Background: an optimization exercise with open tools, aiming at small area. Do not read the settings as production practice. RTL that was checked went through simulation tests only; none was proved equivalent to the original. No activity file was given, so power comes from the tool's default toggle rates.

==> flow/design.v (excerpt) <==
module Top(input clk, input reset,
    output io_in_ready,
    input  io_in_valid,
    input [31:0] io_in_bits,
    input [4:0] io_in_tag,
    input  io_out_ready,
    output io_out_valid,
    output[31:0] io_out_bits,
    output[4:0] io_out_tag,
    input  io_pcIn_valid,
    input  io_pcIn_bits_request,
    input [15:0] io_pcIn_bits_moduleId,
    input [7:0] io_pcIn_bits_portId,
    input [15:0] io_pcIn_bits_pcValue,
    input [3:0] io_pcIn_bits_pcType,
    output io_pcOut_valid,
    output io_pcOut_bits_request,
    output[15:0] io_pcOut_bits_moduleId,
    output[7:0] io_pcOut_bits_portId,
    output[15:0] io_pcOut_bits_pcValue,
    output[3:0] io_pcOut_bits_pcType);
  reg [4:0] st0, st1;
  reg [2:0] ss;
  reg lg_in, lg_out, lg_rep;
  reg recv0, recv1;
  reg [31:0] d0, d1;
  reg [4:0] t0, t1;
  wire r0 = st0 == 5'd0;
  wire r1 = st1 == 5'd0;
  wire f0 = st0 == 5'd29;
  wire f1 = st1 == 5'd29;
  wire g0 = st0 == 5'd30;
  wire g1 = st1 == 5'd30;
  wire v0 = st0 == 5'd31;
  wire v1 = st1 == 5'd31;
  wire iv0 = io_in_valid & ~(r1 & ~lg_in);
  wire iv1 = io_in_valid & (~lg_in | ~r0);
  wire fire0 = iv0 & r0;
  wire fire1 = iv1 & r1;
  assign io_in_ready = r0 | r1;
  wire ch = (v1 & ~lg_out) | ~v0;
  wire ord0 = io_out_ready & ~(v1 & ~lg_out);
  wire ord1 = io_out_ready & (~lg_out | ~v0);
  wire leave0 = v0 & ord0;
  wire leave1 = v1 & ord1;
  assign io_out_valid = v0 | v1;
  assign io_out_bits = ch ? d1 : d0;
  assign io_out_tag = ch ? t1 : t0;
  wire sv = ss == 3'd7;
  wire sr = ss == 3'd0;
  wire req = f0 | f1;
  wire rep0 = sv & lg_rep;
  wire rep1 = sv & ~lg_rep;
  wire [31:0] inc = {io_in_bits[31:1] + 31'd1, io_in_bits[0]};
  always @(posedge clk) begin
    if (reset) begin
      st0 <= 5'd0;
      st1 <= 5'd0;
      ss <= 3'd0;
      lg_in <= 1'b0;
      lg_out <= 1'b0;
      lg_rep <= 1'b0;
    end else begin
      if (r0) begin
  ...
Size: roughly 1,600 cells after synthesis, ~310 flip-flops, roughly 170 I/O pins, about 13,000 um^2 of cells after synthesis.
clock: 4.0 ns
lec_check: 0
abc_area: 1
cap_margin: 20
core_margin: 2
core_utilization: 40
slew_margin: 20
run.sh (not shown) runs the stock make flow with config.mk's settings and CLKGATE_MAP_FILE= SYNTH_SCRIPT=/design/flow/synth_recipe.tcl, a recipe that flattens the netlist after the stock synthesis.
==> next run, changes <==
- ABC_AREA: 1 -> not set
- CTS_BUF_LIST: not set -> sky130_fd_sc_hd__clkbuf_4
Effect: Synthesized area falls by 5.3%. Cell count falls by 22%. Final area falls by 4.9%.
==> next run, changes <==
- CTS_BUF_LIST: sky130_fd_sc_hd__clkbuf_4 -> not set
=>
- setup slack loses 0.0062 ns
- fmax hardly moves
- first-iteration DRC count is higher by 12%
- flip-flop and latch count does not change
- power is higher by about 7%
- sequential power hardly moves
- worst hold slack gains 0.0088 ns
==> next run, changes <==
- CORE_UTILIZATION: 40 -> 60
- CTS_CLUSTER_DIAMETER: not set -> 100
- CTS_CLUSTER_SIZE: not set -> 30
After rerunning: The changed run completed without violations. Worst hold slack improved by 0.012 ns. Wire length drops by 7.3%. Critical path depth is unchanged.
Function was not checked in any run of this note: the RTL went through the layout flow alone.

* * *

Setup of job 6792:
The RTL this note starts from:
==> flow/design.v <==
module Top(input clk, input reset,
    output io_in_ready,
    input  io_in_valid,
    input [31:0] io_in_bits,
    input [4:0] io_in_tag,
    input  io_out_ready,
    output io_out_valid,
    output[31:0] io_out_bits,
    output[4:0] io_out_tag,
    input  io_pcIn_valid,
    input  io_pcIn_bits_request,
    input [15:0] io_pcIn_bits_moduleId,
    input [7:0] io_pcIn_bits_portId,
    input [15:0] io_pcIn_bits_pcValue,
    input [3:0] io_pcIn_bits_pcType,
    output io_pcOut_valid,
    output io_pcOut_bits_request,
    output[15:0] io_pcOut_bits_moduleId,
    output[7:0] io_pcOut_bits_portId,
    output[15:0] io_pcOut_bits_pcValue,
    output[3:0] io_pcOut_bits_pcType);
  reg [4:0] st0, st1;
  reg [2:0] ss;
  reg lg_in, lg_out, lg_rep;
  reg recv0, recv1;
  reg [31:0] d0, d1;
  reg [4:0] t0, t1;
  wire r0 = st0 == 5'd0;
  wire r1 = st1 == 5'd0;
  wire f0 = st0 == 5'd29;
  wire f1 = st1 == 5'd29;
  wire g0 = st0 == 5'd30;
  wire g1 = st1 == 5'd30;
  wire v0 = st0 == 5'd31;
  wire v1 = st1 == 5'd31;
  wire iv0 = io_in_valid & ~(r1 & ~lg_in);
  wire iv1 = io_in_valid & (~lg_in | ~r0);
  wire fire0 = iv0 & r0;
  wire fire1 = iv1 & r1;
  assign io_in_ready = r0 | r1;
  wire ch = (v1 & ~lg_out) | ~v0;
  wire ord0 = io_out_ready & ~(v1 & ~lg_out);
  wire ord1 = io_out_ready & (~lg_out | ~v0);
  wire leave0 = v0 & ord0;
  wire leave1 = v1 & ord1;
  assign io_out_valid = v0 | v1;
  assign io_out_bits = ch ? d1 : d0;
  assign io_out_tag = ch ? t1 : t0;
  wire sv = ss == 3'd7;
  wire sr = ss == 3'd0;
  wire req = f0 | f1;
  wire rep0 = sv & lg_rep;
  wire rep1 = sv & ~lg_rep;
  wire [31:0] inc = {io_in_bits[31:1] + 31'd1, io_in_bits[0]};
  always @(posedge clk) begin
    if (reset) begin
      st0 <= 5'd0;
      st1 <= 5'd0;
      ss <= 3'd0;
      lg_in <= 1'b0;
      lg_out <= 1'b0;
      lg_rep <= 1'b0;
    end else begin
      if (r0) begin
        if (fire0) st0 <= 5'd5;
      end else if (!(g0 & ~(rep0 | recv0)) && !(v0 & ~ord0))
        st0 <= st0 + 5'd1;
      if (r1) begin
        if (fire1) st1 <= 5'd5;
      end else if (!(g1 & ~(rep1 | recv1)) && !(v1 & ~ord1))
        st1 <= st1 + 5'd1;
      if (sr) begin
        if (req) ss <= 3'd3;
      end else
        ss <= ss + 3'd1;
      if (io_in_valid & (r0 | r1)) lg_in <= (r1 & ~lg_in) | ~r0;
      if ((v0 | v1) & io_out_ready) lg_out <= ch;
      if (sv) lg_rep <= ~lg_rep;
    end
    recv0 <= f0 & rep0;
    recv1 <= f1 & rep1;
    if (fire0) begin d0 <= inc; t0 <= io_in_tag; end
    if (fire1) begin d1 <= inc; t1 <= io_in_tag; end
  end
  reg [15:0] is0, os0, is1, os1, iss;
  reg pv1, pq1, pv2, pq2, pv3, pq3;
  reg [15:0] pm1, pm2, pm3, pval1, pval2, pval3;
  reg [7:0] pp1, pp2, pp3;
  reg [3:0] pt1, pt2, pt3;
  wire hit1 = io_pcIn_valid & io_pcIn_bits_request & (io_pcIn_bits_moduleId == 16'd3);
  wire clr1 = io_pcIn_valid & io_pcIn_bits_request & (io_pcIn_bits_pcType == 4'd2);
  wire hit2 = pv1 & pq1 & (pm1 == 16'd4);
  wire clr2 = pv1 & pq1 & (pt1 == 4'd2);
  wire hit3 = pv2 & pq2 & (pm2 == 16'd5);
  wire clr3 = pv2 & pq2 & (pt2 == 4'd2);
  wire [15:0] p_is0, p_os0, p_is1, p_os1, p_iss;
  assign p_is0[0] = 1'b1;
  assign p_os0[0] = 1'b1;
  assign p_is1[0] = 1'b1;
  assign p_os1[0] = 1'b1;
  assign p_iss[0] = 1'b1;
  genvar k;
  generate
    for (k = 1; k < 16; k = k + 1) begin : carry
      assign p_is0[k] = p_is0[k-1] & is0[k-1];
      assign p_os0[k] = p_os0[k-1] & os0[k-1];
      assign p_is1[k] = p_is1[k-1] & is1[k-1];
      assign p_os1[k] = p_os1[k-1] & os1[k-1];
      assign p_iss[k] = p_iss[k-1] & iss[k-1];
    end
  endgenerate
  wire [15:0] c_is0 = p_is0 & {16{iv0 & ~r0}};
  wire [15:0] c_os0 = p_os0 & {16{v0 & ~ord0}};
  wire [15:0] c_is1 = p_is1 & {16{iv1 & ~r1}};
  wire [15:0] c_os1 = p_os1 & {16{v1 & ~ord1}};
  wire [15:0] c_iss = p_iss & {16{req & ~sr}};
  wire port1_0 = io_pcIn_bits_portId == 8'd1;
  wire port1_1 = pp1 == 8'd1;
  wire port1_2 = pp2 == 8'd1;
  always @(posedge clk) begin
    if (reset) begin
      pv1 <= 1'b0;
      pv2 <= 1'b0;
      pv3 <= 1'b0;
    end else begin
      pv1 <= io_pcIn_valid;
      pv2 <= pv1;
      pv3 <= pv2;
    end
    pq1 <= io_pcIn_bits_request & ~hit1;
    pm1 <= io_pcIn_bits_moduleId;
    pp1 <= io_pcIn_bits_portId;
    pt1 <= io_pcIn_bits_pcType;
    pval1 <= ({16{hit1 & port1_0}} & is0) | ({16{hit1 & ~port1_0}} & os0) | ({16{~hit1}} & io_pcIn_bits_pcValue);
    pq2 <= pq1 & ~hit2;
    pm2 <= pm1;
    pp2 <= pp1;
    pt2 <= pt1;
    pval2 <= ({16{hit2 & port1_1}} & is1) | ({16{hit2 & ~port1_1}} & os1) | ({16{~hit2}} & pval1);
    pq3 <= pq2 & ~hit3;
    pm3 <= pm2;
    pp3 <= pp2;
    pt3 <= pt2;
    pval3 <= ({16{hit3 & port1_2}} & iss) | ({16{~hit3}} & pval2);
    is0 <= (is0 ^ c_is0) & {16{~(reset | clr1)}};
    os0 <= (os0 ^ c_os0) & {16{~(reset | clr1)}};
    is1 <= (is1 ^ c_is1) & {16{~(reset | clr2)}};
    os1 <= (os1 ^ c_os1) & {16{~(reset | clr2)}};
    iss <= (iss ^ c_iss) & {16{~(reset | clr3)}};
  end
  assign io_pcOut_valid = pv3;
  assign io_pcOut_bits_request = pq3;
  assign io_pcOut_bits_moduleId = pm3;
  assign io_pcOut_bits_portId = pp3;
  assign io_pcOut_bits_pcValue = pval3;
  assign io_pcOut_bits_pcType = pt3;
endmodule
Settings: LEC_CHECK=0, CAP_MARGIN=20, CORE_MARGIN=2, CORE_UTILIZATION=60, CTS_BUF_LIST=sky130_fd_sc_hd__clkbuf_8, CTS_CLUSTER_DIAMETER=60, CTS_CLUSTER_SIZE=15, SLEW_MARGIN=20; clock period 4.0 ns.
standard.sh (not shown) runs the stock make flow with config.mk's settings and CLKGATE_MAP_FILE= SYNTH_SCRIPT=/design/flow/synth_recipe.tcl, a recipe that flattens the netlist after the stock synthesis.
==> flow/flow/run.sh <==
#!/bin/bash
set -euo pipefail
export BUFFER_PORTS_ARGS="-buffer_cell sky130_fd_sc_hd__buf_1"
bash standard.sh > standard.log 2>&1
Job 6792 | stages: all done | timing, DRC, antenna: all pass
diff inputs: job 6792 => job 9075
-- flow/config.mk --
<<< job 6792, line 10
export CORE_UTILIZATION = 60
export CTS_BUF_LIST = sky130_fd_sc_hd__clkbuf_8
export CTS_CLUSTER_DIAMETER = 60
export CTS_CLUSTER_SIZE = 15
export SLEW_MARGIN = 20
>>> job 9075, line 10
export CORE_UTILIZATION = 60
export CTS_CLUSTER_DIAMETER = 100
export CTS_CLUSTER_SIZE = 30
export SLEW_MARGIN = 20
--- outcome ---
No stage failed in job 9075, and the final checks on the layout all came back clean.
Going from job 6792 to job 9075, detailed-routed wire length on met2 shrinks by 41 um.
On worst clock skew: between job 6792 and job 9075, it ends up lower for job 6792.
Lower clock share of power was reported by job 6792, not job 9075.
Summary of job 9075 over job 6792: sequential share of layout area stayed essentially flat; final hold slack fell by 0.0047 ns.
Job 9075 leaves more setup margin than job 6792.
~same power in combinational cells in job 6792 and job 9075
Job 9075 vs job 6792: maximum clock frequency up slightly

port drivers added, routing unchanged:
Ports are ideal in the flow. The routed layouts listed here were re-timed in OpenROAD. Step 1 sets driving cells, clkbuf_16 on the clock port and buf_2 on the other inputs (assumed; they add their load-dependent delay and slew). Step 2 adds t to the input delays and takes it off the output delays; t is the mean of the earliest and latest rising clock arrival at the registers after step 1. Input paths then give back, and output paths get back, about the clock's delay inside the block. Slacks: no drivers / after step 1 / after step 2; pairs: no drivers / after step 1.
| run | t, ns | slack for setup (ns) | hold WS [ns] | worst slew at a driven data input, ns | cell pins on the clock port's net |
|---|---|---|---|---|---|
| the first run of note 1 | 0.555 | 0.307 / 0.257 / 0.812 | 0.349 / 0.349 / 0.349 | 0.09 | 1 |
| the second run of note 1 | 0.713 | 0.214 / 0.172 / 0.744 | 0.333 / 0.333 / 0.333 | 0.10 | 1 |
| the third run of note 1 | 0.552 | 0.208 / 0.159 / 0.711 | 0.341 / 0.341 / 0.341 | 0.09 | 1 |
| the fourth run of note 1 | 0.530 | 0.183 / 0.136 / 0.666 | 0.354 / 0.354 / 0.354 | 0.06 | 1 |
| job 6792 | 0.597 | 0.395 / 0.351 / 0.948 | 0.345 / 0.343 / 0.345 | 0.07 | 1 |
| job 9075 | 0.532 | 0.442 / 0.396 / 0.928 | 0.340 / 0.340 / 0.340 | 0.07 | 1 |
After both steps every run listed still meets setup and hold.
